Background: an optimization exercise with open tools, aiming at small area, a short achievable clock period and few clock cycles per item. Do not read the settings as production practice.
The RTL was checked by simulation tests, not by an equivalence proof against the original design.

$ cat flow/design.v
module circ(clk,rst,buttonRight,buttonCenter,buttonLeft,inputMultiplier,inputMultiplicand,segments,anode_active,doneFlag);
    input wire clk;
    input wire rst;
    input wire buttonRight;
    input wire buttonCenter;
    input wire buttonLeft;
    input wire [7:0] inputMultiplier;
    input wire [7:0] inputMultiplicand;
    output reg [6:0] segments;
    output wire [3:0] anode_active;
    output wire doneFlag;
    wire sa = inputMultiplier[7];
    wire sb = inputMultiplicand[7];
    wire [6:0] a = inputMultiplier[6:0] ^ {7{sa}};
    wire [6:0] b = inputMultiplicand[6:0] ^ {7{sb}};
    wire minus = (sa & ~sb & |inputMultiplicand[6:0]) | (sb & ~sa & |inputMultiplier[6:0]);
    wire [6:0] alpha = a + {6'd0, sa};
    wire [6:0] beta = b + {6'd0, sb};
    wire fa = sa & ~|inputMultiplier[6:0];
    wire fb = sb & ~|inputMultiplicand[6:0];
    wire [48:0] pp;
    genvar gi, gj;
    generate for (gi = 0; gi < 7; gi = gi + 1) begin : g_pp
        for (gj = 0; gj < 7; gj = gj + 1) begin : g_ppj
            assign pp[gi*7+gj] = alpha[gi] & beta[gj];
        end
    end endgenerate
    wire t1 = pp[6] ^ pp[12];
    wire t2 = pp[6] & pp[12];
    wire t3 = pp[13] ^ pp[19];
    wire t4 = pp[13] & pp[19];
    wire t5 = pp[4] ^ pp[10];
    wire t6 = pp[4] & pp[10];
    wire t7 = pp[5] ^ pp[11] ^ pp[17];
    wire t8 = (pp[5] & pp[11]) | (pp[5] & pp[17]) | (pp[11] & pp[17]);
    wire t9 = pp[23] ^ pp[29];
    wire t10 = pp[23] & pp[29];
    wire t11 = pp[18] ^ pp[24] ^ pp[30];
    wire t12 = (pp[18] & pp[24]) | (pp[18] & pp[30]) | (pp[24] & pp[30]);
    wire t13 = pp[36] ^ pp[42] ^ t1;
    wire t14 = (pp[36] & pp[42]) | (pp[36] & t1) | (pp[42] & t1);
    wire t15 = pp[25] ^ pp[31] ^ pp[37];
    wire t16 = (pp[25] & pp[31]) | (pp[25] & pp[37]) | (pp[31] & pp[37]);
    wire t17 = pp[43] ^ t3 ^ t2;
    wire t18 = (pp[43] & t3) | (pp[43] & t2) | (t3 & t2);
    wire t19 = pp[20] ^ pp[26] ^ pp[32];
    wire t20 = (pp[20] & pp[26]) | (pp[20] & pp[32]) | (pp[26] & pp[32]);
    wire t21 = pp[38] ^ pp[44] ^ t4;
    wire t22 = (pp[38] & pp[44]) | (pp[38] & t4) | (pp[44] & t4);
    wire t23 = pp[27] ^ pp[33] ^ pp[39];
    wire t24 = (pp[27] & pp[33]) | (pp[27] & pp[39]) | (pp[33] & pp[39]);
    wire t25 = pp[3] ^ pp[9];
    wire t26 = pp[3] & pp[9];
    wire t27 = pp[16] ^ pp[22] ^ pp[28];
    wire t28 = (pp[16] & pp[22]) | (pp[16] & pp[28]) | (pp[22] & pp[28]);
    wire t29 = pp[35] ^ t7 ^ t9;
    wire t30 = (pp[35] & t7) | (pp[35] & t9) | (t7 & t9);
    wire t31 = t11 ^ t13 ^ t8;
    wire t32 = (t11 & t13) | (t11 & t8) | (t13 & t8);
    wire t33 = t15 ^ t17 ^ t12;
    wire t34 = (t15 & t17) | (t15 & t12) | (t17 & t12);
    wire t35 = t19 ^ t21 ^ t16;
    wire t36 = (t19 & t21) | (t19 & t16) | (t21 & t16);
    wire t37 = pp[45] ^ t23 ^ t20;
    wire t38 = (pp[45] & t23) | (pp[45] & t20) | (t23 & t20);
    wire t39 = pp[34] ^ pp[40] ^ pp[46];
    wire t40 = (pp[34] & pp[40]) | (pp[34] & pp[46]) | (pp[40] & pp[46]);
    wire t41 = pp[2] ^ pp[8];
    wire t42 = pp[2] & pp[8];
    wire t43 = pp[15] ^ pp[21] ^ t25;
    wire t44 = (pp[15] & pp[21]) | (pp[15] & t25) | (pp[21] & t25);
    wire t45 = t5 ^ t27 ^ t26;
    wire t46 = (t5 & t27) | (t5 & t26) | (t27 & t26);
    wire t47 = t6 ^ t29 ^ t28;
    wire t48 = (t6 & t29) | (t6 & t28) | (t29 & t28);
    wire t49 = t10 ^ t31 ^ t30;
    wire t50 = (t10 & t31) | (t10 & t30) | (t31 & t30);
    wire t51 = t14 ^ t33 ^ t32;
    wire t52 = (t14 & t33) | (t14 & t32) | (t33 & t32);
    wire t53 = t18 ^ t35 ^ t34;
    wire t54 = (t18 & t35) | (t18 & t34) | (t35 & t34);
    wire t55 = t22 ^ t37 ^ t36;
    wire t56 = (t22 & t37) | (t22 & t36) | (t37 & t36);
    wire t57 = t24 ^ t39 ^ t38;
    wire t58 = (t24 & t39) | (t24 & t38) | (t39 & t38);
    wire t59 = pp[41] ^ pp[47] ^ t40;
    wire t60 = (pp[41] & pp[47]) | (pp[41] & t40) | (pp[47] & t40);
    wire [12:0] ra = {pp[48], t59, t57, t55, t53, t51, t49, t47, t45, t43, pp[14], pp[1], pp[0]};
    wire [12:0] rb = {t60, t58, t56, t54, t52, t50, t48, t46, t44, t42, t41, pp[7], 1'b0};
    wire [13:0] ab;
    wire [12:0] cg0 = ra & rb;
    wire [12:0] cp0 = ra ^ rb;
    wire cg1_1 = cg0[1] | (cp0[1] & cg0[0]);
    wire cp1_1 = cp0[1] & cp0[0];
    wire cg1_3 = cg0[3] | (cp0[3] & cg0[2]);
    wire cp1_3 = cp0[3] & cp0[2];
    wire cg1_5 = cg0[5] | (cp0[5] & cg0[4]);
    wire cp1_5 = cp0[5] & cp0[4];
    wire cg1_7 = cg0[7] | (cp0[7] & cg0[6]);
    wire cp1_7 = cp0[7] & cp0[6];
    wire cg1_9 = cg0[9] | (cp0[9] & cg0[8]);
    wire cp1_9 = cp0[9] & cp0[8];
    wire cg1_11 = cg0[11] | (cp0[11] & cg0[10]);
    wire cp1_11 = cp0[11] & cp0[10];
    wire cg2_2 = cg0[2] | (cp0[2] & cg1_1);
    wire cp2_2 = cp0[2] & cp1_1;
    wire cg2_3 = cg1_3 | (cp1_3 & cg1_1);
    wire cp2_3 = cp1_3 & cp1_1;
    wire cg2_6 = cg0[6] | (cp0[6] & cg1_5);
    wire cp2_6 = cp0[6] & cp1_5;
    wire cg2_7 = cg1_7 | (cp1_7 & cg1_5);
    wire cp2_7 = cp1_7 & cp1_5;
    wire cg2_10 = cg0[10] | (cp0[10] & cg1_9);
    wire cp2_10 = cp0[10] & cp1_9;
    wire cg2_11 = cg1_11 | (cp1_11 & cg1_9);
    wire cp2_11 = cp1_11 & cp1_9;
    wire cg3_4 = cg0[4] | (cp0[4] & cg2_3);
    wire cp3_4 = cp0[4] & cp2_3;
    wire cg3_5 = cg1_5 | (cp1_5 & cg2_3);
    wire cp3_5 = cp1_5 & cp2_3;
    wire cg3_6 = cg2_6 | (cp2_6 & cg2_3);
    wire cp3_6 = cp2_6 & cp2_3;
    wire cg3_7 = cg2_7 | (cp2_7 & cg2_3);
    wire cp3_7 = cp2_7 & cp2_3;
    wire cg3_12 = cg0[12] | (cp0[12] & cg2_11);
    wire cp3_12 = cp0[12] & cp2_11;
    wire cg4_8 = cg0[8] | (cp0[8] & cg3_7);
    wire cp4_8 = cp0[8] & cp3_7;
    wire cg4_9 = cg1_9 | (cp1_9 & cg3_7);
    wire cp4_9 = cp1_9 & cp3_7;
    wire cg4_10 = cg2_10 | (cp2_10 & cg3_7);
    wire cp4_10 = cp2_10 & cp3_7;
    wire cg4_11 = cg2_11 | (cp2_11 & cg3_7);
    wire cp4_11 = cp2_11 & cp3_7;
    wire cg4_12 = cg3_12 | (cp3_12 & cg3_7);
    wire cp4_12 = cp3_12 & cp3_7;
    assign ab = {cg4_12, cp0[12] ^ cg4_11, cp0[11] ^ cg4_10, cp0[10] ^ cg4_9, cp0[9] ^ cg4_8, cp0[8] ^ cg3_7, cp0[7] ^ cg3_6, cp0[6] ^ cg3_5, cp0[5] ^ cg3_4, cp0[4] ^ cg2_3, cp0[3] ^ cg2_2, cp0[2] ^ cg1_1, cp0[1] ^ cg0[0], cp0[0]};
    wire [14:0] mag = {1'b0, ab} | (fa ? {fb, beta, 7'd0} : 15'd0) | (fb ? {fa, alpha, 7'd0} : 15'd0);
    wire dd1_0 = (mag[11] & ~mag[13]) | (~mag[11] & mag[12] & mag[13]);
    wire dd1_1 = (mag[11] & mag[12]) | (mag[12] & ~mag[13]);
    wire dd1_2 = (~mag[11] & ~mag[12] & mag[13]);
    wire dd1_3 = (mag[11] & mag[13]) | (mag[12] & mag[13]);
    wire dd2_0 = (mag[10] & ~dd1_1 & ~dd1_2) | (~mag[10] & dd1_2) | (~mag[10] & dd1_0 & dd1_1);
    wire dd2_1 = (dd1_0 & ~dd1_1) | (~mag[10] & dd1_2) | (mag[10] & dd1_0);
    wire dd2_2 = (mag[10] & dd1_2) | (~mag[10] & ~dd1_0 & dd1_1);
    wire dd2_3 = (dd1_2) | (mag[10] & dd1_1) | (dd1_0 & dd1_1);
    wire dd3_0 = (mag[9] & ~dd2_1 & ~dd2_2) | (~mag[9] & dd2_2) | (~mag[9] & dd2_0 & dd2_1);
    wire dd3_1 = (dd2_0 & ~dd2_1) | (~mag[9] & dd2_2) | (mag[9] & dd2_0);
    wire dd3_2 = (mag[9] & dd2_2) | (~mag[9] & ~dd2_0 & dd2_1);
    wire dd3_3 = (dd2_2) | (mag[9] & dd2_1) | (dd2_0 & dd2_1);
    wire [6:0] mid_d = {dd1_3, dd2_3, dd3_3, dd3_2, dd3_1, dd3_0, mag[8]};
    wire [15:0] held = {mag[14], mid_d, mag[7:0]};
    reg [15:0] product;
    reg negative;
    reg done;
    reg [1:0] phase;
    reg [1:0] view;
    always @(posedge clk) begin
        if (buttonCenter) begin
            product <= held;
            negative <= minus;
        end
    end
    always @(posedge clk) done <= ~rst & (done | buttonCenter);
    assign doneFlag = done;
    always @(posedge clk) phase <= rst ? 2'd0 : phase + 2'd1;
    assign anode_active = ~(4'b0001 << phase);
    always @(posedge clk) begin
        if (buttonCenter) view <= 2'd0;
        else case (view)
            2'd0: if (buttonLeft) view <= 2'd1;
            2'd1: if (buttonLeft) view <= 2'd2; else if (buttonRight) view <= 2'd0;
            2'd2: if (buttonRight) view <= 2'd1;
            default: view <= view;
        endcase
    end
    wire dd4_0 = (product[8] & ~product[10] & ~product[11]) | (~product[8] & product[11]) | (~product[8] & product[9] & product[10]);
    wire dd4_1 = (product[9] & ~product[10]) | (~product[8] & product[11]) | (product[8] & product[9]);
    wire dd4_2 = (product[8] & product[11]) | (~product[8] & ~product[9] & product[10]);
    wire dd4_3 = (product[11]) | (product[8] & product[10]) | (product[9] & product[10]);
    wire dd5_0 = (product[12] & ~product[14]) | (product[13] & product[14]);
    wire dd5_1 = (product[13] & ~product[14]);
    wire dd5_2 = (~product[12] & ~product[13] & product[14]);
    wire dd5_3 = (product[12] & product[14]) | (product[13] & product[14]);
    wire dd6_0 = (product[7] & ~dd4_1 & ~dd4_2) | (~product[7] & dd4_2) | (~product[7] & dd4_0 & dd4_1);
    wire dd6_1 = (dd4_0 & ~dd4_1) | (~product[7] & dd4_2) | (product[7] & dd4_0);
    wire dd6_2 = (product[7] & dd4_2) | (~product[7] & ~dd4_0 & dd4_1);
    wire dd6_3 = (dd4_2) | (product[7] & dd4_1) | (dd4_0 & dd4_1);
    wire dd7_0 = (dd4_3 & ~dd5_1 & ~dd5_2) | (~dd4_3 & dd5_2) | (~dd4_3 & dd5_0 & dd5_1);
    wire dd7_1 = (dd5_0 & ~dd5_1) | (~dd4_3 & dd5_2) | (dd4_3 & dd5_0);
    wire dd7_2 = (dd4_3 & dd5_2) | (~dd4_3 & ~dd5_0 & dd5_1);
    wire dd7_3 = (dd5_2) | (dd4_3 & dd5_1) | (dd5_0 & dd5_1);
    wire dd8_0 = (product[6] & ~dd6_1 & ~dd6_2) | (~product[6] & dd6_2) | (~product[6] & dd6_0 & dd6_1);
    wire dd8_1 = (dd6_0 & ~dd6_1) | (~product[6] & dd6_2) | (product[6] & dd6_0);
    wire dd8_2 = (product[6] & dd6_2) | (~product[6] & ~dd6_0 & dd6_1);
    wire dd8_3 = (dd6_2) | (product[6] & dd6_1) | (dd6_0 & dd6_1);
    wire dd9_0 = (dd6_3 & ~dd7_1 & ~dd7_2) | (~dd6_3 & dd7_2) | (~dd6_3 & dd7_0 & dd7_1);
    wire dd9_1 = (dd7_0 & ~dd7_1) | (~dd6_3 & dd7_2) | (dd6_3 & dd7_0);
    wire dd9_2 = (dd6_3 & dd7_2) | (~dd6_3 & ~dd7_0 & dd7_1);
    wire dd9_3 = (dd7_2) | (dd6_3 & dd7_1) | (dd7_0 & dd7_1);
    wire dd10_0 = (product[5] & ~dd8_1 & ~dd8_2) | (~product[5] & dd8_2) | (~product[5] & dd8_0 & dd8_1);
    wire dd10_1 = (dd8_0 & ~dd8_1) | (~product[5] & dd8_2) | (product[5] & dd8_0);
    wire dd10_2 = (product[5] & dd8_2) | (~product[5] & ~dd8_0 & dd8_1);
    wire dd10_3 = (dd8_2) | (product[5] & dd8_1) | (dd8_0 & dd8_1);
    wire dd11_0 = (dd8_3 & ~dd9_1 & ~dd9_2) | (~dd8_3 & dd9_2) | (~dd8_3 & dd9_0 & dd9_1);
    wire dd11_1 = (dd9_0 & ~dd9_1) | (~dd8_3 & dd9_2) | (dd8_3 & dd9_0);
    wire dd11_2 = (dd8_3 & dd9_2) | (~dd8_3 & ~dd9_0 & dd9_1);
    wire dd11_3 = (dd9_2) | (dd8_3 & dd9_1) | (dd9_0 & dd9_1);
    wire dd12_0 = (dd9_3 & ~dd5_3);
    wire dd12_1 = (dd7_3);
    wire dd12_2 = (~dd9_3 & dd5_3);
    wire dd12_3 = (dd9_3 & dd5_3);
    wire dd13_0 = (product[4] & ~dd10_1 & ~dd10_2) | (~product[4] & dd10_2) | (~product[4] & dd10_0 & dd10_1);
    wire dd13_1 = (dd10_0 & ~dd10_1) | (~product[4] & dd10_2) | (product[4] & dd10_0);
    wire dd13_2 = (product[4] & dd10_2) | (~product[4] & ~dd10_0 & dd10_1);
    wire dd13_3 = (dd10_2) | (product[4] & dd10_1) | (dd10_0 & dd10_1);
    wire dd14_0 = (dd10_3 & ~dd11_1 & ~dd11_2) | (~dd10_3 & dd11_2) | (~dd10_3 & dd11_0 & dd11_1);
    wire dd14_1 = (dd11_0 & ~dd11_1) | (~dd10_3 & dd11_2) | (dd10_3 & dd11_0);
    wire dd14_2 = (dd10_3 & dd11_2) | (~dd10_3 & ~dd11_0 & dd11_1);
    wire dd14_3 = (dd11_2) | (dd10_3 & dd11_1) | (dd11_0 & dd11_1);
    wire dd15_0 = (dd11_3 & ~dd12_1 & ~dd12_2) | (~dd11_3 & dd12_2) | (~dd11_3 & dd12_0 & dd12_1);
    wire dd15_1 = (dd12_0 & ~dd12_1) | (~dd11_3 & dd12_2) | (dd11_3 & dd12_0);
    wire dd15_2 = (dd11_3 & dd12_2) | (~dd11_3 & ~dd12_0 & dd12_1);
    wire dd15_3 = (dd12_2) | (dd11_3 & dd12_1) | (dd12_0 & dd12_1);
    wire dd16_0 = (product[3] & ~dd13_1 & ~dd13_2) | (~product[3] & dd13_2) | (~product[3] & dd13_0 & dd13_1);
    wire dd16_1 = (dd13_0 & ~dd13_1) | (~product[3] & dd13_2) | (product[3] & dd13_0);
    wire dd16_2 = (product[3] & dd13_2) | (~product[3] & ~dd13_0 & dd13_1);
    wire dd16_3 = (dd13_2) | (product[3] & dd13_1) | (dd13_0 & dd13_1);
    wire dd17_0 = (dd13_3 & ~dd14_1 & ~dd14_2) | (~dd13_3 & dd14_2) | (~dd13_3 & dd14_0 & dd14_1);
    wire dd17_1 = (dd14_0 & ~dd14_1) | (~dd13_3 & dd14_2) | (dd13_3 & dd14_0);
    wire dd17_2 = (dd13_3 & dd14_2) | (~dd13_3 & ~dd14_0 & dd14_1);
    wire dd17_3 = (dd14_2) | (dd13_3 & dd14_1) | (dd14_0 & dd14_1);
    wire dd18_0 = (dd14_3 & ~dd15_1 & ~dd15_2) | (~dd14_3 & dd15_2) | (~dd14_3 & dd15_0 & dd15_1);
    wire dd18_1 = (dd15_0 & ~dd15_1) | (~dd14_3 & dd15_2) | (dd14_3 & dd15_0);
    wire dd18_2 = (dd14_3 & dd15_2) | (~dd14_3 & ~dd15_0 & dd15_1);
    wire dd18_3 = (dd15_2) | (dd14_3 & dd15_1) | (dd15_0 & dd15_1);
    wire dd19_0 = (product[2] & ~dd16_1 & ~dd16_2) | (~product[2] & dd16_2) | (~product[2] & dd16_0 & dd16_1);
    wire dd19_1 = (dd16_0 & ~dd16_1) | (~product[2] & dd16_2) | (product[2] & dd16_0);
    wire dd19_2 = (product[2] & dd16_2) | (~product[2] & ~dd16_0 & dd16_1);
    wire dd19_3 = (dd16_2) | (product[2] & dd16_1) | (dd16_0 & dd16_1);
    wire dd20_0 = (dd16_3 & ~dd17_1 & ~dd17_2) | (~dd16_3 & dd17_2) | (~dd16_3 & dd17_0 & dd17_1);
    wire dd20_1 = (dd17_0 & ~dd17_1) | (~dd16_3 & dd17_2) | (dd16_3 & dd17_0);
    wire dd20_2 = (dd16_3 & dd17_2) | (~dd16_3 & ~dd17_0 & dd17_1);
    wire dd20_3 = (dd17_2) | (dd16_3 & dd17_1) | (dd17_0 & dd17_1);
    wire dd21_0 = (dd17_3 & ~dd18_1 & ~dd18_2) | (~dd17_3 & dd18_2) | (~dd17_3 & dd18_0 & dd18_1);
    wire dd21_1 = (dd18_0 & ~dd18_1) | (~dd17_3 & dd18_2) | (dd17_3 & dd18_0);
    wire dd21_2 = (dd17_3 & dd18_2) | (~dd17_3 & ~dd18_0 & dd18_1);
    wire dd21_3 = (dd18_2) | (dd17_3 & dd18_1) | (dd18_0 & dd18_1);
    wire dd22_0 = (product[1] & ~dd19_1 & ~dd19_2) | (~product[1] & dd19_2) | (~product[1] & dd19_0 & dd19_1);
    wire dd22_1 = (dd19_0 & ~dd19_1) | (~product[1] & dd19_2) | (product[1] & dd19_0);
    wire dd22_2 = (product[1] & dd19_2) | (~product[1] & ~dd19_0 & dd19_1);
    wire dd22_3 = (dd19_2) | (product[1] & dd19_1) | (dd19_0 & dd19_1);
    wire dd23_0 = (dd19_3 & ~dd20_1 & ~dd20_2) | (~dd19_3 & dd20_2) | (~dd19_3 & dd20_0 & dd20_1);
    wire dd23_1 = (dd20_0 & ~dd20_1) | (~dd19_3 & dd20_2) | (dd19_3 & dd20_0);
    wire dd23_2 = (dd19_3 & dd20_2) | (~dd19_3 & ~dd20_0 & dd20_1);
    wire dd23_3 = (dd20_2) | (dd19_3 & dd20_1) | (dd20_0 & dd20_1);
    wire dd24_0 = (dd20_3 & ~dd21_1 & ~dd21_2) | (~dd20_3 & dd21_2) | (~dd20_3 & dd21_0 & dd21_1);
    wire dd24_1 = (dd21_0 & ~dd21_1) | (~dd20_3 & dd21_2) | (dd20_3 & dd21_0);
    wire dd24_2 = (dd20_3 & dd21_2) | (~dd20_3 & ~dd21_0 & dd21_1);
    wire dd24_3 = (dd21_2) | (dd20_3 & dd21_1) | (dd21_0 & dd21_1);
    wire dd25_0 = (dd21_3 & ~dd15_3) | (dd12_3) | (~dd21_3 & dd18_3 & dd15_3);
    wire dd25_1 = (dd21_3 & dd18_3) | (dd12_3) | (dd18_3 & ~dd15_3);
    wire dd25_2 = (~dd21_3 & ~dd18_3 & dd15_3);
    wire dd25_3 = (dd21_3 & dd15_3) | (dd12_3) | (dd18_3 & dd15_3);
    wire [19:0] bcd14 = {1'b0, 1'b0, 1'b0, dd25_3, dd25_2, dd25_1, dd25_0, dd24_3, dd24_2, dd24_1, dd24_0, dd23_3, dd23_2, dd23_1, dd23_0, dd22_3, dd22_2, dd22_1, dd22_0, product[0]};
    wire [19:0] bcd = bcd14 | (product[15] ? 20'h16384 : 20'h0);
    wire [2:0] k = {1'b0, view} + {1'b0, phase};
    reg [3:0] digit;
    always @(*) begin
        case (k)
            3'd0: digit = bcd[3:0];
            3'd1: digit = bcd[7:4];
            3'd2: digit = bcd[11:8];
            3'd3: digit = bcd[15:12];
            default: digit = bcd[19:16];
        endcase
    end
    always @(*) begin
        if (phase == 2'd3) segments = negative ? 7'b1111110 : 7'b1111111;
        else case (digit)
            4'd0: segments = 7'b0000001;
            4'd1: segments = 7'b1001111;
            4'd2: segments = 7'b0010010;
            4'd3: segments = 7'b0000110;
            4'd4: segments = 7'b1001100;
            4'd5: segments = 7'b0100100;
            4'd6: segments = 7'b0100000;
            4'd7: segments = 7'b0001111;
            4'd8: segments = 7'b0000000;
            default: segments = 7'b0000100;
        endcase
    end
endmodule
$ cat flow/flow/run.sh
#!/bin/bash
# Standard layout with three changes: stronger port buffers, full adders left
# to ABC instead of fixed adder cells, and an ABC mapping script with a real
# delay target (the ORFS area script has none); the post-CTS timing repair
# aims for extra setup slack.
set -euo pipefail
cp -r "$FLOW_HOME/scripts" scripts_abc
cat > scripts_abc/abc_area.script <<'EOS'
strash
dc2
dch
map -D 4000
topo
stime -c
buffer -c
upsize -c -D 4000
dnsize -c -D 4000
EOS
export SCRIPTS_DIR="$PWD/scripts_abc"
export ADDER_MAP_FILE=
export BUFFER_PORTS_ARGS="-buffer_cell sky130_fd_sc_hd__buf_2"
# timing repair after clock-tree synthesis aims for 6.4 ns of extra setup slack
SETUP_SLACK_MARGIN=6.4 bash standard.sh cts > standard_flow_to_cts.log 2>&1
bash standard.sh > standard_flow.log 2>&1
$ cat flow/standard.sh
#!/bin/bash
# synth_recipe.tcl (not shown) runs the flow's synth.tcl, then flattens the netlist and writes it again
# the make line also repeats each setting of config.mk as NAME=value (left out here)
make -C /OpenROAD-flow-scripts/flow DESIGN_CONFIG=/design/flow/config.mk WORK_HOME=/design/flow/orfs CLKGATE_MAP_FILE= SYNTH_SCRIPT=/design/flow/synth_recipe.tcl "${@:-finish}"
$ cat flow/config.mk
export PLATFORM = sky130hd
export DESIGN_NAME = circ
export DESIGN_NICKNAME = circ
export VERILOG_FILES = /design/flow/design.v
export SDC_FILE = /design/flow/constraint.sdc
export NUM_CORES = 4
export LEC_CHECK = 0
export ABC_AREA = 1
export CAP_MARGIN = 20
export CORE_MARGIN = 2
export CORE_UTILIZATION = 70
export SLEW_MARGIN = 20
$ cat flow/constraint.sdc
create_clock -name core_clock -period 14.0 [get_ports {clk}]
set_input_delay 2.8000 -clock core_clock [delete_from_list [all_inputs] [get_ports {clk}]]
set_output_delay 2.8000 -clock core_clock [all_outputs]
set_load 0.01 [all_outputs]
==> implementation parameters, run 1 <==
Parameter                              Value

Floorplanning
  Die Height    81.73 um
  Die X-Extent    81.73 um
  Starting density of the core    0.7185
  Ports    33
  Die Area    6679 um^2
  Placeable core region    5886 um^2
  Std cell rows    28

Final layout
  Count of inserted antenna diode cells    0
  Final #Nets    826
  Relative area change from synthesis to final layout    8.166%
  Layout fillers    489
  Share of post-route cells with drive strength above 1    0.1095

Clock network
  CTS Buffer Depth    2
  Post-CTS setup buffer count    0
  Number of clock sinks    22
  Number of buffers added by the clock tree synthesis step    3
  CTS H-tree lvls    1
  Clock insertion delay at the later pin of the skew report    270 ps
  TritonCTS clock tree    done
  Clock root cell    sky130_fd_sc_hd__clkbuf_8
  Clock transition at path regs    80 ps

Placed design
  Detailed Place HPWL    8.853 mm
  Buffers on Ports    32
  Setup slack at placement    6253 ps
  Routability Congestion    1.035

Global routing
  Number of global-route vias before repair    4482
  Global-route wire length before repair    17.92 mm
  Overall overflow remaining after global route    0
  Tot GR Track Use    0.3309
  Number of antenna violations at the first check in global routing    0
  Largest net degree at the start of global routing    21

Logic synthesis
  Number of enable flip-flop cells after synthesis    17
  Area leader, netlist    sky130_fd_sc_hd__nand2_1
  Most numerous cell in the Yosys netlist    sky130_fd_sc_hd__nand2_1
  Average footprint of a synthesized cell    5.492 um^2
  Post-Synthesis Cell Area    4229 um^2
  Post-synthesis cell count    770
  Number of synthesis warnings    1
  Leading register cell type out of synthesis    sky130_fd_sc_hd__edfxtp_1
  Post-Syn Nets    791
  Distinct cells, synth    49
  Most frequent cells after synthesis    204 x sky130_fd_sc_hd__nand2_1, 131 x sky130_fd_sc_hd__nor2_1, 125 x sky130_fd_sc_hd__inv_1
  Synth Register Bits    22
  Fraction of synthesized cell area taken by the top area cell type    0.1811
  Leading post-synthesis cells by cell area    sky130_fd_sc_hd__nand2_1 18%, sky130_fd_sc_hd__edfxtp_1 12%, sky130_fd_sc_hd__nor2_1 12%
  Fraction of synthesis flops using an asynchronous set or reset pin    0
  Fraction of the yosys area taken by sequential cells    0.1444

Critical path
  Reg-to-reg slack, setup    12960 ps
  Arr. time, crit path    4900 ps
  Buf/Inv on CP    5
  Highest net fanout along the worst path    5
  Setup CP Type    register to output port
  Worst setup SP type    register
  Maximum single-stage delay on the critical path    440 ps
  Kind of cell adding the most delay to the critical path    compound AO/OA/AOI/OAI gates
  Critical Path RT    11200 ps
  Crit path top cell by count    sky130_fd_sc_hd__nor2_1
  Master of the slowest instance on the critical path    sky130_fd_sc_hd__edfxtp_1
  Element type at the critical path end    output port

STA
  Final setup fails    0
  Final number of max-transition violations    0
  Worst Setup Slack, final    6297 ps
  Final setup skew    0.1243 ps
  Final hold violations    0
  Max-Slew Margin vs Limit    0.6650
  Ratio of final minimum period to clock period    0.5502
  Fmax    129.8 MHz
  RSZ-0062 raised after global routing    no
  Slew at the pin closest to its max-slew limit    498.3 ps
  Total Neg Setup Slack    0 ps
  Min Clock Period, post-route    7703 ps

Drt
  DRC    0
  Via/cell ratio    5.669
  Antenna-violating nets left    0
  Routed wire per std cell    12.29 um
  Total wire length    10.80 mm
  DRC marker count from the first detailed-route iteration    329
  Total via count in the routed design    4983
  Pre-Repair DR Iteration Count    5

Min path
  Worst min path class    register to register

Run status
  Result of the run    complete, no violations

Flow run
  Number of violations of the max-capacitance limit    0
## final cells by class
cell class                      count  area, um^2  share of cell area
Inverter                          129       484.2              0.1059
Sequential cell                    22       610.6              0.1335
Tap cell                           75       93.84             0.02051
Timing Repair Buffer               32       160.2             0.03501
Clock buffer                        4       66.31             0.01450
Multi-Input combinational cell    617        3159              0.6906
## registers in the layout, indices dropped and copies added, names as in the netlist
signal,cells
view,2
done,1
product,16
negative,1
phase,2
## metrics by stage
step	instance area [um^2]	util	instances	hold WS, ps
2_1_floorplan	4229	-	770	437.2
3_3_place_gp	4468	0.7591	875	442.6
3_5_place_dp	4468	0.7591	875	457.6
4_1_cts	4574	0.7772	879	477.8
5_1_grt	4574	0.7772	879	518.7
6_report	4574	0.7772	879	474.9
## worst paths after layout
path / cells after the start / from / to
worst max-delay path: 26 / product[8] / segments[2]
worst min-delay path: 1 / phase[0] / phase[0]
worst max register to register: 5 / view[0] / view[0]
worst min register to register: 1 / phase[0] / phase[0]
## layer usage
metal  global-route usage  up-vias  part of all wire
li1                     -     2565                 -
met1               0.3716     2221              0.41
met2               0.6203      170              0.51
met3              0.03516       27             0.050
met4               0.1517        0             0.029
met5                    0        -                 0
## repair_timing
item,4_1_cts,5_1_grt
endpoints found under the setup margin,7,0
hold buffers,0,0
hold endpoints to repair,0,0
gates resized for setup,16,0
## layout by cell type, fill, tap and decap left out, types with 3 or more instances in the layout
cell                       netlist  layout
sky130_fd_sc_hd__o22ai_1        19      19
sky130_fd_sc_hd__a22oi_1         6       6
sky130_fd_sc_hd__xor2_1         26      26
sky130_fd_sc_hd__xnor2_1        18      18
sky130_fd_sc_hd__nand2_1       204     204
sky130_fd_sc_hd__o21ai_0        37      30
sky130_fd_sc_hd__edfxtp_1       17      17
sky130_fd_sc_hd__inv_2           3       3
sky130_fd_sc_hd__nand3_1        36      36
sky130_fd_sc_hd__a21boi_0        3       3
sky130_fd_sc_hd__and2_1          3       3
sky130_fd_sc_hd__nand4_1         6       6
sky130_fd_sc_hd__a21oi_2         1       3
sky130_fd_sc_hd__nor3_2          0       3
sky130_fd_sc_hd__dfxtp_1         5       5
sky130_fd_sc_hd__nand4_2         3       3
sky130_fd_sc_hd__clkbuf_8        0       3
sky130_fd_sc_hd__nand2_2        11      11
sky130_fd_sc_hd__nor2_1        131     130
sky130_fd_sc_hd__o31ai_1         7       6
sky130_fd_sc_hd__a32oi_1         4       4
sky130_fd_sc_hd__or2_4           3       3
sky130_fd_sc_hd__or2_1           6       6
sky130_fd_sc_hd__nor2_2          3       4
sky130_fd_sc_hd__inv_1         125     125
sky130_fd_sc_hd__nor3_1         13      10
sky130_fd_sc_hd__a31oi_1         7       6
sky130_fd_sc_hd__a21oi_1        33      31
sky130_fd_sc_hd__or2_2          10      10
sky130_fd_sc_hd__o21ai_1         2       8
sky130_fd_sc_hd__buf_2           0      32
## cell families (layout without fill, tap and decap cells)
group / Yosys count / in the layout / synth area share
buffers and inverters: 131 / 165 / 0.1180
AOI/OAI and AO/OA: 138 / 138 / 0.2021
and+or+nand+nor: 433 / 433 / 0.4394
adders and majority gates: 2 / 2 / 0.005029
xor gates and xnor gates: 44 / 44 / 0.09112
DFF: 22 / 22 / 0.1444
Testbench counts, summed over its fixed seeds: cycles 8,000, items 8,000.
==> run 2: changes to the inputs <==
--- a/flow/flow/run.sh
+++ b/flow/flow/run.sh
@@ -19,5 +19,5 @@
 export SCRIPTS_DIR="$PWD/scripts_abc"
 export ADDER_MAP_FILE=
-export BUFFER_PORTS_ARGS="-buffer_cell sky130_fd_sc_hd__buf_2"
+export BUFFER_PORTS_ARGS="-buffer_cell sky130_fd_sc_hd__buf_1"
 # timing repair after clock-tree synthesis aims for 6.4 ns of extra setup slack
 SETUP_SLACK_MARGIN=6.4 bash standard.sh cts > standard_flow_to_cts.log 2>&1
==> implementation parameters, run 2 <==
Parameter                              Value

Logic synthesis
  Leading register cell type out of synthesis    sky130_fd_sc_hd__edfxtp_1
  Synth Register Bits    22 (unchanged)
  Area leader, netlist    sky130_fd_sc_hd__nand2_1
  Post-Syn Nets    791 (unchanged)
  Leading post-synthesis cells by cell area    sky130_fd_sc_hd__nand2_1 18%, sky130_fd_sc_hd__edfxtp_1 12%, sky130_fd_sc_hd__nor2_1 12%
  Average footprint of a synthesized cell    5.492 um^2 (unchanged)
  Number of enable flip-flop cells after synthesis    17 (unchanged)
  Post-Synthesis Cell Area    4229 um^2 (unchanged)
  Most numerous cell in the Yosys netlist    sky130_fd_sc_hd__nand2_1
  Fraction of synthesized cell area taken by the top area cell type    0.1811 (unchanged)
  Number of synthesis warnings    1 (unchanged)
  Fraction of the yosys area taken by sequential cells    0.1444 (unchanged)
  Fraction of synthesis flops using an asynchronous set or reset pin    0 (unchanged)
  Most frequent cells after synthesis    204 x sky130_fd_sc_hd__nand2_1, 131 x sky130_fd_sc_hd__nor2_1, 125 x sky130_fd_sc_hd__inv_1
  Post-synthesis cell count    770 (unchanged)
  Distinct cells, synth    49 (unchanged)

Final layout
  Largest registers in the final layout    product: 16 flops, phase: 2 flops, view: 2 flops
  Sequential cell area    610.6 um^2 (unchanged)
  Area of the multi-input gates    3142 um^2 (-0.55%)
  Count of inserted antenna diode cells    0 (unchanged)
  Most flops, register    product
  Max reg flops    16 (unchanged)
  Layout fillers    468 (-4.3%)
  Relative area change from synthesis to final layout    6.982%
  Final #Nets    826 (unchanged)
  Leading cell type in the layout, fill and taps excluded    sky130_fd_sc_hd__nand2_1
  Share of post-route cells with drive strength above 1    0.06716 (-0.04229)
  Highest-count cells in the layout ignoring fill and taps    204 x sky130_fd_sc_hd__nand2_1, 130 x sky130_fd_sc_hd__nor2_1, 125 x sky130_fd_sc_hd__inv_1, 36 x sky130_fd_sc_hd__nand3_1, 35 x sky130_fd_sc_hd__o21ai_0

Drt
  Total via count in the routed design    5097 (+2.3%)
  DRC marker count from the first detailed-route iteration    363 (+10%)
  Routed wire per std cell    12.58 um (+2.4%)
  Total wire length    11.06 mm (+2.4%)
  Pre-Repair DR Iteration Count    6 (+1)
  DRC    0 (unchanged)
  Antenna-violating nets left    0 (unchanged)
  Via/cell ratio    5.799 (+2.3%)

STA
  Min Clock Period, post-route    7812 ps (+109.1 ps)
  Final number of max-transition violations    0 (unchanged)
  Final hold slack    492.7 ps (+17.80 ps)
  Total Neg Setup Slack    0 ps (unchanged)
  Max-Slew Margin vs Limit    0.3188 (-0.3462)
  Ratio of final minimum period to clock period    0.5580 (+0.007796)
  RSZ-0062 raised after global routing    no
  Fmax    128.0 MHz (-1.4%)
  Final setup skew    0.08307 ps (-0.04127 ps)
  Slew at the pin closest to its max-slew limit    1022 ps (+523.5 ps)
  Final setup fails    0 (unchanged)
  Final hold violations    0 (unchanged)

Clock network
  Count of hold-fix buffers inserted at cts    0 (unchanged)
  Clock insertion delay at the later pin of the skew report    260 ps (about the same)
  CTS H-tree lvls    1 (unchanged)
  Number of clock sinks    22 (unchanged)
  Number of buffers added by the clock tree synthesis step    3 (unchanged)
  Clock transition at path regs    90 ps (about the same)
  CTS Buffer Depth    2 (unchanged)
  Clock root cell    sky130_fd_sc_hd__clkbuf_8
  TritonCTS clock tree    done

Floorplanning
  Die Area    6679 um^2 (unchanged)
  Starting density of the core    0.7185 (unchanged)
  Ports    33 (unchanged)
  Placeable core region    5886 um^2 (unchanged)
  Die X-Extent    81.73 um (unchanged)
  Die Height    81.73 um (unchanged)
  Std cell rows    28 (unchanged)

Critical path
  Arr. time, crit path    5010 ps (+110 ps)
  Critical Path RT    11200 ps (about the same)
  Setup CP Type    register to output port
  Crit path top cell by count    sky130_fd_sc_hd__nor2_1
  Worst setup SP type    register
  Element type at the critical path end    output port
  Highest net fanout along the worst path    6 (+1)
  Master of the slowest instance on the critical path    sky130_fd_sc_hd__edfxtp_1
  Maximum single-stage delay on the critical path    450 ps (about the same)
  Reg-to-reg slack, setup    12930 ps (-30 ps)

Placed design
  Routability Congestion    0.9199 (-11%)
  Detailed Place HPWL    8.946 mm (+1.1%)
  Buffers on Ports    32 (unchanged)

Min path
  Worst min path class    register to register

Run status
  Result of the run    complete, no violations

Global routing
  Global-route wire length before repair    18.04 mm (+0.65%)
  Tot GR Track Use    0.3329 (+0.002073)
  Largest net degree at the start of global routing    21 (unchanged)
  Number of global-route vias before repair    4454 (-0.62%)
  Overall overflow remaining after global route    0 (unchanged)
  Number of antenna violations at the first check in global routing    0 (unchanged)

Flow run
  Number of violations of the max-capacitance limit    0 (unchanged)
==> run 2: cell count changes in the layout (fill, tap and decap cells not counted), sizes merged <==
cell	previous run	this run
clkbuf	4	3
bufinv	0	1
==> run 2: cells by family (layout without fill, tap and decap cells) <==
logic type	count (synthesis)	after routing	synth area share
buffers and inverters	131	165	0.1180
adder cells (fa/ha/maj)	2	2	0.005029
XOR/XNOR	44	44	0.09112
AND/OR/NAND/NOR	433	433	0.4394
flip-flops	22	22	0.1444
AO/OA/AOI/OAI	138	138	0.2021
==> run 2: what timing repair did <==
action | 4_1_cts | 5_1_grt
endpoints found under the setup margin | 8 | 0
resized for setup | 9 | 0
setup buffers | 0 | 0
==> run 2: cell type report <==
| class | count | area share |
|---|---|---|
| flip-flops and latches | 22 | 0.1350 |
| well taps | 75 | 0.02074 |
| clock buffers | 3 | 0.009126 |
| multi-input cells | 617 | 0.6944 |
| clock inverters | 1 | 0.006637 |
| inverters | 129 | 0.1070 |
| repair buffers | 32 | 0.02710 |
==> run 2: worst paths after layout <==
path                    from          end  cells past startpoint
setup / recovery  product[8]  segments[0]                     29
hold / removal          done         done                      2
setup reg to reg     view[1]      view[0]                      5
hold reg to reg         done         done                      2
==> run 2: layer usage <==
layer	track usage	wire (um)	vias up
met5	0	0	-
met4	0.1183	361	0
met3	0.01978	660	43
met2	0.6650	5598	226
met1	0.3636	4436	2261
li1	-	-	2567
==> run 2: through the flow <==
step | worst slack (ps) | cells | util | cell area (um^2)
6_report | 6188 | 879 | 0.7687 | 4524
2_1_floorplan | 6986 | 770 | - | 4229
3_3_place_gp | 6203 | 875 | 0.7523 | 4428
5_1_grt | 5573 | 879 | 0.7687 | 4524
4_1_cts | 6340 | 879 | 0.7687 | 4524
3_5_place_dp | 6050 | 875 | 0.7523 | 4428
==> run 2: worst max-delay path: cells and delay by family, from the launching register on <==
kind	cells	cell delay [ps]
simple gates	15	2140
compound gates	9	1650
flops	1	450
buf+inv	5	510
==> run 3: changes to the inputs <==
--- a/flow/flow/run.sh
+++ b/flow/flow/run.sh
@@ -10,10 +10,10 @@
 dc2
 dch
-map -D 4000
+map -D 4500
 topo
 stime -c
 buffer -c
-upsize -c -D 4000
-dnsize -c -D 4000
+upsize -c -D 4500
+dnsize -c -D 4500
 EOS
 export SCRIPTS_DIR="$PWD/scripts_abc"
==> implementation parameters, run 3 <==
Parameter                              Value

Critical path
  Maximum single-stage delay on the critical path    450 ps (about the same)
  Highest net fanout along the worst path    4 (-2)
  Arr. time, crit path    5020 ps (about the same)
  Reg-to-reg slack, setup    12920 ps (about the same)
  Critical Path RT    11200 ps (about the same)
  Setup CP Type    register to output port
  Crit path top cell by count    sky130_fd_sc_hd__nor2_1
  Worst setup SP type    register
  Reg2Reg Launch Point    view[0]
  Origin of the worst setup path    product[8]
  Cells on worst reg2reg path    5 (unchanged)
  Element type at the critical path end    output port
  Master of the slowest instance on the critical path    sky130_fd_sc_hd__edfxtp_1
  Endpoint of the lowest-slack register-to-register path    view[0]

STA
  Final setup fails    0 (unchanged)
  Max-Slew Margin vs Limit    0.2719 (-0.04693)
  Fmax    128.0 MHz (about the same)
  RSZ-0062 raised after global routing    no
  Worst Setup Slack, final    6185 ps (-2.980 ps)
  Slew at the pin closest to its max-slew limit    1092 ps (+70.39 ps)
  Total Neg Setup Slack    0 ps (unchanged)
  Final setup skew    0.4527 ps (+0.3696 ps)
  Ratio of final minimum period to clock period    0.5582 (about the same)
  Min Clock Period, post-route    7815 ps (+2.980 ps)
  Final hold violations    0 (unchanged)
  Final number of max-transition violations    0 (unchanged)

Clock network
  CTS Buffer Depth    2 (unchanged)
  Number of buffers added by the clock tree synthesis step    3 (unchanged)
  Clock transition at path regs    80 ps (about the same)
  Number of clock sinks    22 (unchanged)
  CTS H-tree lvls    1 (unchanged)
  Clock insertion delay at the later pin of the skew report    270 ps (about the same)
  Clock root cell    sky130_fd_sc_hd__clkbuf_8
  Count of hold-fix buffers inserted at cts    0 (unchanged)
  TritonCTS clock tree    done

Logic synthesis
  Post-Synthesis Cell Area    4198 um^2 (-0.74%)
  Most numerous cell in the Yosys netlist    sky130_fd_sc_hd__nand2_1
  Distinct cells, synth    47 (-4.1%)
  Area leader, netlist    sky130_fd_sc_hd__nand2_1
  Leading post-synthesis cells by cell area    sky130_fd_sc_hd__nand2_1 18%, sky130_fd_sc_hd__nor2_1 13%, sky130_fd_sc_hd__inv_1 12%
  Number of enable flip-flop cells after synthesis    17 (unchanged)
  Number of synthesis warnings    1 (unchanged)
  Fraction of the yosys area taken by sequential cells    0.1455 (+0.001076)
  Post-synthesis cell count    783 (+1.7%)
  Fraction of synthesis flops using an asynchronous set or reset pin    0 (unchanged)
  Most frequent cells after synthesis    206 x sky130_fd_sc_hd__nand2_1, 148 x sky130_fd_sc_hd__nor2_1, 138 x sky130_fd_sc_hd__inv_1
  Post-Syn Nets    804 (+1.6%)
  Fraction of synthesized cell area taken by the top area cell type    0.1842 (+0.003138)
  Leading register cell type out of synthesis    sky130_fd_sc_hd__edfxtp_1
  Synth Register Bits    22 (unchanged)
  Average footprint of a synthesized cell    5.361 um^2 (-2.4%)

Global routing
  Overall overflow remaining after global route    0 (unchanged)
  Number of antenna violations at the first check in global routing    0 (unchanged)
  Tot GR Track Use    0.3512 (+0.01825)
  Largest net degree at the start of global routing    21 (unchanged)
  Global-route wire length before repair    18.89 mm (+4.7%)
  Number of global-route vias before repair    4801 (+7.8%)

Final layout
  Leading cell type in the layout, fill and taps excluded    sky130_fd_sc_hd__nand2_1
  Count of inserted antenna diode cells    0 (unchanged)
  Max reg flops    16 (unchanged)
  Highest-count cells in the layout ignoring fill and taps    203 x sky130_fd_sc_hd__nand2_1, 146 x sky130_fd_sc_hd__nor2_1, 137 x sky130_fd_sc_hd__inv_1, 35 x sky130_fd_sc_hd__a21oi_1, 31 x sky130_fd_sc_hd__o21ai_0
  Final #Nets    843 (+2.1%)
  Share of post-route cells with drive strength above 1    0.05968 (-0.007481)
  Relative area change from synthesis to final layout    8.137%
  Largest registers in the final layout    product: 16 flops, phase: 2 flops, view: 2 flops
  Most flops, register    product

Min path
  Worst min path class    register to register
  Endpoint, Worst Hold    phase[0]
  Worst Min Path Start    phase[0]
  Cells on Worst Hold Path    1 (-1)

Drt
  Antenna-violating nets left    0 (unchanged)
  Via/cell ratio    5.767 (-0.55%)
  DRC    0 (unchanged)
  Total via count in the routed design    5167 (+1.4%)
  DRC marker count from the first detailed-route iteration    370 (+1.9%)
  Total wire length    11.52 mm (+4.2%)
  Pre-Repair DR Iteration Count    5 (-1)
  Routed wire per std cell    12.86 um (+2.2%)

Placed design
  Buffers on Ports    32 (unchanged)
  Detailed Place HPWL    9.176 mm (+2.6%)
  Setup slack at placement    5801 ps (-249.1 ps)
  Routability Congestion    1.012 (+10%)

Floorplanning
  Starting density of the core    0.7175 (-0.001044)
  Die Area    6632 um^2 (-0.70%)
  Die X-Extent    81.44 um (-0.35%)
  Die Height    81.44 um (-0.35%)
  Std cell rows    28 (unchanged)
  Placeable core region    5851 um^2 (-0.60%)
  Ports    33 (unchanged)

Flow run
  Number of violations of the max-capacitance limit    0 (unchanged)

Run status
  Result of the run    complete, no violations
run 3: cell types whose count changed after synthesis, sizes merged, moves of 5 or more:
cell,previous run,this run
nand3,36,29
o22ai,21,16
nor2,135,151
inv,128,139
nand2,215,210
run 3: per-stage QoR:
stage / util / hold WS, ps / instances / area [um^2]
final: 0.7759 / 482.0 / 896 / 4539
after global routing: 0.7759 / 526.2 / 896 / 4539
after CTS: 0.7759 / 482.0 / 896 / 4539
after detailed placement: 0.7519 / 462.8 / 888 / 4399
after floorplan: - / 437.2 / 783 / 4198
after global placement: 0.7519 / 448.1 / 888 / 4399
run 3: final cells by class:
cell class | count | area, um^2
well taps | 75 | 93.84
fillers | 499 | 1311
multi-input cells | 619 | 3112
inverters | 140 | 525.5
clock buffers | 4 | 45.04
repair buffers | 36 | 152.6
flip-flops and latches | 22 | 610.6
run 3: what timing repair did:
action | in CTS | in global routing
buffers inserted | 4 | 0
endpoints found under the setup margin | 12 | 0
resized for setup | 24 | 0
hold endpoints to repair | 0 | 0
run 3: how the worst max path moves through the flow:
stage	slack, ps	end	cells past startpoint
after floorplan	6750	product[11]	34
after global placement	6040	product[11]	34
after detailed placement	5800	product[11]	34
after CTS	6400	segments[0]	34
after global routing	5570	segments[0]	30
final	6180	segments[0]	34
run 3: cell families (layout without fill, tap and decap cells):
group,count (synthesis),count (layout),share of synthesized area
simple gates,437,437,0.4355
flops,22,22,0.1455
fa+ha+maj,1,1,0.002385
buf+inv,142,180,0.1282
compound gates,138,138,0.1988
xor+xnor,43,43,0.08972
run 3: critical path: cells and delay by family (launching register included):
| family | cells | cell delay, ps |
|---|---|---|
| buf+inv | 9 | 880 |
| compound gates | 8 | 1560 |
| flops | 1 | 450 |
| simple gates | 17 | 1850 |
run 3: per-layer routing:
layer | wire length, um | vias up | track usage
li1 | - | 2588 | -
met1 | 4524 | 2299 | 0.3596
met4 | 478 | 0 | 0.1797
met3 | 664 | 53 | 0.03956
met2 | 5853 | 227 | 0.6910
met5 | 0 | - | 0
==> run 4: changes to the inputs <==
--- a/flow/flow/run.sh
+++ b/flow/flow/run.sh
@@ -19,5 +19,5 @@
 export SCRIPTS_DIR="$PWD/scripts_abc"
 export ADDER_MAP_FILE=
-export BUFFER_PORTS_ARGS="-buffer_cell sky130_fd_sc_hd__buf_1"
+export BUFFER_PORTS_ARGS="-buffer_cell sky130_fd_sc_hd__buf_2"
 # timing repair after clock-tree synthesis aims for 6.4 ns of extra setup slack
 SETUP_SLACK_MARGIN=6.4 bash standard.sh cts > standard_flow_to_cts.log 2>&1
==> implementation parameters, run 4 <==
Parameter                              Value

Drt
  Pre-Repair DR Iteration Count    6 (+1)
  Via/cell ratio    5.591 (-3.1%)
  Total wire length    10.58 mm (-8.2%)
  Antenna-violating nets left    0 (unchanged)
  Total via count in the routed design    4987 (-3.5%)
  Routed wire per std cell    11.86 um (-7.8%)
  DRC    0 (unchanged)
  DRC marker count from the first detailed-route iteration    317 (-14%)

STA
  Total Neg Setup Slack    0 ps (unchanged)
  Ratio of final minimum period to clock period    0.5531 (-0.005174)
  Slew at the pin closest to its max-slew limit    686.4 ps (-405.8 ps)
  Max-Slew Margin vs Limit    0.5391 (+0.2673)
  Final hold violations    0 (unchanged)
  Final setup fails    0 (unchanged)
  Fmax    129.2 MHz (+0.94%)
  Final hold slack    477.4 ps (-4.607 ps)
  Final number of max-transition violations    0 (unchanged)
  Final setup skew    0.07205 ps (-0.3807 ps)
  RSZ-0062 raised after global routing    no
  Min Clock Period, post-route    7743 ps (-72.44 ps)

Floorplanning
  Ports    33 (unchanged)
  Die Area    6632 um^2 (unchanged)
  Std cell rows    28 (unchanged)
  Starting density of the core    0.7175 (unchanged)
  Die Height    81.44 um (unchanged)
  Die X-Extent    81.44 um (unchanged)
  Placeable core region    5851 um^2 (unchanged)

Final layout
  Max reg flops    16 (unchanged)
  Final #Nets    839 (-0.47%)
  Share of post-route cells with drive strength above 1    0.08446 (+0.02477)
  Highest-count cells in the layout ignoring fill and taps    204 x sky130_fd_sc_hd__nand2_1, 148 x sky130_fd_sc_hd__nor2_1, 137 x sky130_fd_sc_hd__inv_1, 35 x sky130_fd_sc_hd__a21oi_1, 35 x sky130_fd_sc_hd__o21ai_0
  Most flops, register    product
  Count of inserted antenna diode cells    0 (unchanged)
  Leading cell type in the layout, fill and taps excluded    sky130_fd_sc_hd__nand2_1
  Relative area change from synthesis to final layout    7.750%
  Largest registers in the final layout    product: 16 flops, phase: 2 flops, view: 2 flops
  Post-Route Utilization    0.7731 (-0.002780)

Logic synthesis
  Distinct cells, synth    47 (unchanged)
  Post-Synthesis Cell Area    4198 um^2 (unchanged)
  Area leader, netlist    sky130_fd_sc_hd__nand2_1
  Leading register cell type out of synthesis    sky130_fd_sc_hd__edfxtp_1
  Post-Syn Nets    804 (unchanged)
  Synth Register Bits    22 (unchanged)
  Most numerous cell in the Yosys netlist    sky130_fd_sc_hd__nand2_1
  Average footprint of a synthesized cell    5.361 um^2 (unchanged)
  Number of enable flip-flop cells after synthesis    17 (unchanged)
  Number of synthesis warnings    1 (unchanged)
  Fraction of synthesized cell area taken by the top area cell type    0.1842 (unchanged)
  Fraction of synthesis flops using an asynchronous set or reset pin    0 (unchanged)
  Fraction of the yosys area taken by sequential cells    0.1455 (unchanged)
  Most frequent cells after synthesis    206 x sky130_fd_sc_hd__nand2_1, 148 x sky130_fd_sc_hd__nor2_1, 138 x sky130_fd_sc_hd__inv_1
  Leading post-synthesis cells by cell area    sky130_fd_sc_hd__nand2_1 18%, sky130_fd_sc_hd__nor2_1 13%, sky130_fd_sc_hd__inv_1 12%
  Post-synthesis cell count    783 (unchanged)

Critical path
  Highest net fanout along the worst path    5 (+1)
  Reg-to-reg slack, setup    12870 ps (-50 ps)
  Worst setup SP type    register
  Critical Path RT    11200 ps (about the same)
  Arr. time, crit path    4940 ps (-80 ps)
  Element type at the critical path end    output port
  Setup CP Type    register to output port

Global routing
  Tot GR Track Use    0.3299 (-0.02126)
  Global-route wire length before repair    17.80 mm (-5.8%)
  Number of global-route vias before repair    4456 (-7.2%)
  Number of antenna violations at the first check in global routing    0 (unchanged)
  Largest net degree at the start of global routing    21 (unchanged)
  Overall overflow remaining after global route    0 (unchanged)

Min path
  Worst min path class    register to register

Placed design
  Buffers on Ports    32 (unchanged)
  Routability Congestion    0.9882 (-2.4%)
  Detailed Place HPWL    8.783 mm (-4.3%)

Run status
  Result of the run    complete, no violations

Clock network
  TritonCTS clock tree    done
  Clock root cell    sky130_fd_sc_hd__clkbuf_8
  Clock insertion delay at the later pin of the skew report    260 ps (about the same)
  Post-CTS setup buffer count    0 (-4)
  CTS H-tree lvls    1 (unchanged)
  Number of clock sinks    22 (unchanged)
  Number of buffers added by the clock tree synthesis step    3 (unchanged)
  Clock transition at path regs    80 ps (about the same)
  CTS Buffer Depth    2 (unchanged)

Flow run
  Number of violations of the max-capacitance limit    0 (unchanged)
==> run 4: cell families (layout without fill, tap and decap cells) <==
kind of cell | after synthesis | in the layout | share of synthesized area
xor+xnor | 43 | 43 | 0.08972
flops | 22 | 22 | 0.1455
buf+inv | 142 | 176 | 0.1282
fa+ha+maj | 1 | 1 | 0.002385
simple gates | 437 | 437 | 0.4355
compound gates | 138 | 138 | 0.1988
==> run 4: worst max-delay path, stage by stage, from the launching register on <==
cell	delay (ps)
sky130_fd_sc_hd__edfxtp_1	440
sky130_fd_sc_hd__inv_1	100
sky130_fd_sc_hd__nor2_1	50
sky130_fd_sc_hd__a21oi_1	250
sky130_fd_sc_hd__o211ai_1	250
sky130_fd_sc_hd__nor2_1	200
sky130_fd_sc_hd__inv_1	50
sky130_fd_sc_hd__o21ai_0	280
sky130_fd_sc_hd__inv_1	120
sky130_fd_sc_hd__nor2_1	150
sky130_fd_sc_hd__inv_1	50
sky130_fd_sc_hd__a31oi_1	280
sky130_fd_sc_hd__nor2_1	100
sky130_fd_sc_hd__o21ai_1	290
sky130_fd_sc_hd__nor2_1	100
sky130_fd_sc_hd__a22oi_1	290
sky130_fd_sc_hd__nand2_1	130
sky130_fd_sc_hd__xor2_1	170
sky130_fd_sc_hd__nand2_1	90
sky130_fd_sc_hd__nor2_1	60
sky130_fd_sc_hd__o31ai_1	330
sky130_fd_sc_hd__nand3_1	130
sky130_fd_sc_hd__o31ai_1	150
sky130_fd_sc_hd__nand2_1	170
sky130_fd_sc_hd__nor2_1	170
sky130_fd_sc_hd__a32oi_1	120
sky130_fd_sc_hd__buf_2	160
==> run 4: metal layers <==
layer / track usage / part of all wire / up-vias
li1: - / - / 2575
met1: 0.3830 / 0.42 / 2202
met2: 0.6254 / 0.51 / 177
met3: 0.03077 / 0.049 / 33
met4: 0.1153 / 0.027 / 0
met5: 0 / 0 / -
==> run 4: final timing paths <==
check             cells after the start     endpoint       start
setup / recovery                     26  segments[2]  product[8]
hold / removal                        1     phase[0]    phase[0]
setup reg to reg                      5      view[0]     view[0]
hold reg to reg                       1     phase[0]    phase[0]
==> run 4: through the flow <==
stage	std cells	instance area (um^2)	setup slack, ps
floorplan	783	4198	6750
global placement	888	4439	6148
detailed placement	888	4439	5904
CTS	892	4523	6401
global route	892	4523	5505
finish	892	4523	6257
==> run 4: timing repair <==
action	4_1_cts	5_1_grt
hold buffers	0	0
endpoints found under the setup margin	11	0
resized for setup	12	0
==> run 4: area by class of cell <==
class / count / area (um^2)
Inverter: 140 / 525.5
Timing Repair Buffer: 32 / 160.2
Clock buffer: 4 / 45.04
Multi-Input combinational cell: 619 / 3088
Sequential cell: 22 / 610.6
Tap cell: 75 / 93.84
Fill cell: 500 / 1328
==> run 5: changes to the inputs <==
--- a/flow/flow/run.sh
+++ b/flow/flow/run.sh
@@ -20,5 +20,5 @@
 export ADDER_MAP_FILE=
 export BUFFER_PORTS_ARGS="-buffer_cell sky130_fd_sc_hd__buf_2"
-# timing repair after clock-tree synthesis aims for 6.4 ns of extra setup slack
-SETUP_SLACK_MARGIN=6.4 bash standard.sh cts > standard_flow_to_cts.log 2>&1
+# timing repair after clock-tree synthesis aims for 6.5 ns of extra setup slack
+SETUP_SLACK_MARGIN=6.5 bash standard.sh cts > standard_flow_to_cts.log 2>&1
 bash standard.sh > standard_flow.log 2>&1
==> implementation parameters, run 5 <==
Parameter                              Value

Run status
  Result of the run    complete, no violations

Critical path
  Setup CP Type    register to output port
  Arr. time, crit path    4810 ps (-130 ps)
  Worst setup SP type    register
  Element type at the critical path end    output port
  Highest net fanout along the worst path    4 (-1)
  Critical Path RT    11200 ps (about the same)

Clock network
  CTS H-tree lvls    1 (unchanged)
  Number of clock sinks    22 (unchanged)
  Clock transition at path regs    80 ps (about the same)
  CTS Buffer Depth    2 (unchanged)
  Clock insertion delay at the later pin of the skew report    260 ps (about the same)
  TritonCTS clock tree    done
  Number of buffers added by the clock tree synthesis step    3 (unchanged)
  Clock root cell    sky130_fd_sc_hd__clkbuf_8
  Count of hold-fix buffers inserted at cts    0 (unchanged)

Logic synthesis
  Average footprint of a synthesized cell    5.361 um^2 (unchanged)
  Simple-gate share of the synthesized area    0.4355 (unchanged)
  Dominant combinational cell family by area after synthesis    simple AND/OR/NAND/NOR gates
  Post-Synthesis Cell Area    4198 um^2 (unchanged)
  Post-synthesis cell count    783 (unchanged)
  Xor-xnor portion of the synthesized cell area    0.08972 (unchanged)
  Portion of netlist area occupied by mux cells    0 (unchanged)
  Post-Syn Nets    804 (unchanged)
  Area leader, netlist    sky130_fd_sc_hd__nand2_1
  Synth Register Bits    22 (unchanged)
  Leading post-synthesis cells by cell area    sky130_fd_sc_hd__nand2_1 18%, sky130_fd_sc_hd__nor2_1 13%, sky130_fd_sc_hd__inv_1 12%
  Fraction of synthesis flops using an asynchronous set or reset pin    0 (unchanged)
  Fraction of synthesized cell area taken by the top area cell type    0.1842 (unchanged)
  Adder-cell area share of the yosys netlist    0.002385 (unchanged)
  Leading register cell type out of synthesis    sky130_fd_sc_hd__edfxtp_1
  Compound-cell area share of the yosys netlist    0.1988 (unchanged)
  Most numerous cell in the Yosys netlist    sky130_fd_sc_hd__nand2_1
  Number of enable flip-flop cells after synthesis    17 (unchanged)
  Fraction of the yosys area taken by sequential cells    0.1455 (unchanged)
  Distinct cells, synth    47 (unchanged)
  Most frequent cells after synthesis    206 x sky130_fd_sc_hd__nand2_1, 148 x sky130_fd_sc_hd__nor2_1, 138 x sky130_fd_sc_hd__inv_1
  Number of synthesis warnings    1 (unchanged)

STA
  Final hold violations    0 (unchanged)
  Total Neg Setup Slack    0 ps (unchanged)
  Min Clock Period, post-route    7614 ps (-129.0 ps)
  Ratio of final minimum period to clock period    0.5438 (-0.009213)
  Worst Setup Slack, final    6386 ps (+129.0 ps)
  Final number of max-transition violations    0 (unchanged)
  Slew at the pin closest to its max-slew limit    691.0 ps (+4.658 ps)
  Final setup fails    0 (unchanged)
  RSZ-0062 raised after global routing    no
  Max-Slew Margin vs Limit    0.5360 (-0.003127)
  Final setup skew    0.07100 ps (-0.001055 ps)
  Fmax    131.3 MHz (+1.7%)

Global routing
  Largest net degree at the start of global routing    21 (unchanged)
  Number of global-route vias before repair    4508 (+1.2%)
  Tot GR Track Use    0.3334 (+0.003480)
  Overall overflow remaining after global route    0 (unchanged)
  Number of antenna violations at the first check in global routing    0 (unchanged)
  Global-route wire length before repair    18.03 mm (+1.3%)

Placed design
  Detailed Place HPWL    8.783 mm (unchanged)
  Routability Congestion    0.9882 (unchanged)
  Post-detailed-placement cell area    4439 um^2 (unchanged)
  Buffers on Ports    32 (unchanged)
  Setup slack at placement    5904 ps (unchanged)

Flow run
  Number of violations of the max-capacitance limit    0 (unchanged)

Final layout
  Leading cell type in the layout, fill and taps excluded    sky130_fd_sc_hd__nand2_1
  Largest registers in the final layout    product: 16 flops, phase: 2 flops, view: 2 flops
  Count of inserted antenna diode cells    0 (unchanged)
  Final #Nets    843 (+0.48%)
  Area of all placed cells without fillers    4599 um^2 (+1.7%)
  Post-Route Utilization    0.7861 (+0.01304)
  Layout fillers    487 (-2.6%)
  Most flops, register    product
  Share of post-route cells with drive strength above 1    0.1011 (+0.01664)
  Max reg flops    16 (unchanged)
  Highest-count cells in the layout ignoring fill and taps    203 x sky130_fd_sc_hd__nand2_1, 146 x sky130_fd_sc_hd__nor2_1, 136 x sky130_fd_sc_hd__inv_1, 32 x sky130_fd_sc_hd__a21oi_1, 32 x sky130_fd_sc_hd__buf_2
  Relative area change from synthesis to final layout    9.568%

Drt
  Pre-Repair DR Iteration Count    5 (-1)
  Antenna-violating nets left    0 (unchanged)
  Total wire length    10.72 mm (+1.3%)
  DRC    0 (unchanged)
  Via/cell ratio    5.603 (+0.21%)
  Routed wire per std cell    11.96 um (+0.86%)
  Total via count in the routed design    5020 (+0.66%)
  DRC marker count from the first detailed-route iteration    319 (+0.63%)

Min path
  Worst min path class    register to register

Floorplanning
  Placeable core region    5851 um^2 (unchanged)
  Die Height    81.44 um (unchanged)
  Die X-Extent    81.44 um (unchanged)
  Die Area    6632 um^2 (unchanged)
  Starting density of the core    0.7175 (unchanged)
  Ports    33 (unchanged)
  Std cell rows    28 (unchanged)
run 5: cell counts after synthesis:
Identical to the previous run, type by type.
run 5: kinds of logic after synthesis:
logic type      after synthesis
simple gates                437
flops                        22
buf+inv                     142
fa+ha+maj                     1
compound gates              138
xor+xnor                     43
run 5: cell type report:
class	instances	area, um^2	share of cell area
Clock buffer	4	45.04	0.009793
Multi-Input combinational cell	619	3134	0.6814
Tap cell	75	93.84	0.02040
Inverter	140	525.5	0.1143
Timing Repair Buffer	36	190.2	0.04135
Sequential cell	22	610.6	0.1328
run 5: per-stage QoR:
step / hold slack [ps] / cells
after global placement: 442.7 / 888
after CTS: 480.2 / 896
after global routing: 506.2 / 896
after detailed placement: 461.4 / 888
after floorplan: 437.2 / 783
final: 477.6 / 896
run 5: path summary, 6_finish.rpt:
check             start     endpoint  slack (ps)  depth (start not counted)
max          product[8]  segments[2]        6390                         27
min            phase[0]     phase[0]         480                          1
max reg2reg     view[0]      view[0]       12850                          5
min reg2reg    phase[0]     phase[0]         480                          1
run 5: timing repair:
item,CTS,global route
setup endpoints to repair,12,0
buffers inserted,4,0
gates resized for setup,30,0
run 5: critical path, stage by stage (launching register included):
cell and delay (ps):
sky130_fd_sc_hd__edfxtp_1 440, sky130_fd_sc_hd__nor2_1 160, sky130_fd_sc_hd__a21oi_1 130, sky130_fd_sc_hd__or2_2 310, sky130_fd_sc_hd__o21ai_1 160, sky130_fd_sc_hd__inv_1 120
sky130_fd_sc_hd__nand2_1 70, sky130_fd_sc_hd__nor2_1 40, sky130_fd_sc_hd__nor2_1 210, sky130_fd_sc_hd__nand2_1 130, sky130_fd_sc_hd__o21ai_1 300, sky130_fd_sc_hd__nand2_1 140
sky130_fd_sc_hd__nand2_1 150, sky130_fd_sc_hd__inv_1 90, sky130_fd_sc_hd__nand3_1 70, sky130_fd_sc_hd__nand2_1 50, sky130_fd_sc_hd__a31oi_1 240, sky130_fd_sc_hd__nor2_1 100
sky130_fd_sc_hd__nor3_1 260, sky130_fd_sc_hd__or2_2 190, sky130_fd_sc_hd__nand3_1 50, sky130_fd_sc_hd__o21ai_0 280, sky130_fd_sc_hd__nand3_1 130, sky130_fd_sc_hd__o31ai_1 150
sky130_fd_sc_hd__nand2_1 160, sky130_fd_sc_hd__nor2_1 160, sky130_fd_sc_hd__a32oi_1 110, sky130_fd_sc_hd__buf_2 160
run 5: routing by layer:
metal / GRT usage / share of wire
met5: 0 / 0
met4: 0.1220 / 0.025
met3: 0.02967 / 0.045
met2: 0.6303 / 0.50
met1: 0.3871 / 0.42

## static timing again, ports no longer ideal
No port has a modelled driver above. Below, the same layouts with a new extraction and two added sets of constraints.
Step 1 (the two cells are an assumption about what drives the block):
set clk [get_ports {clk}]
set_driving_cell -lib_cell sky130_fd_sc_hd__clkbuf_16 $clk
set_driving_cell -lib_cell sky130_fd_sc_hd__buf_2 [delete_from_list [all_inputs] $clk]
Step 2, shift: input delay + t, output delay - t, t = (earliest + latest rising clock arrival at the registers) / 2. This alone moves slack from input paths to output paths.
Three values: no drivers, after step 1, after step 2; two values: the first two.
run	t (ns)	setup WS [ns]	worst setup path at the end
run 1	0.294	6.297 / 6.269 / 6.189	input to register
run 2	0.293	6.188 / 6.160 / 6.011	input to register
run 3	0.295	6.185 / 6.156 / 6.024	input to register
run 4	0.285	6.257 / 6.231 / 6.106	input to register
run 5	0.285	6.386 / 6.360 / 6.165	input to register
After both steps setup and hold are still met in every run listed. The setup slack of run 5, which loses most, moves by -0.026 ns with the drivers and by -0.221 ns with both steps.
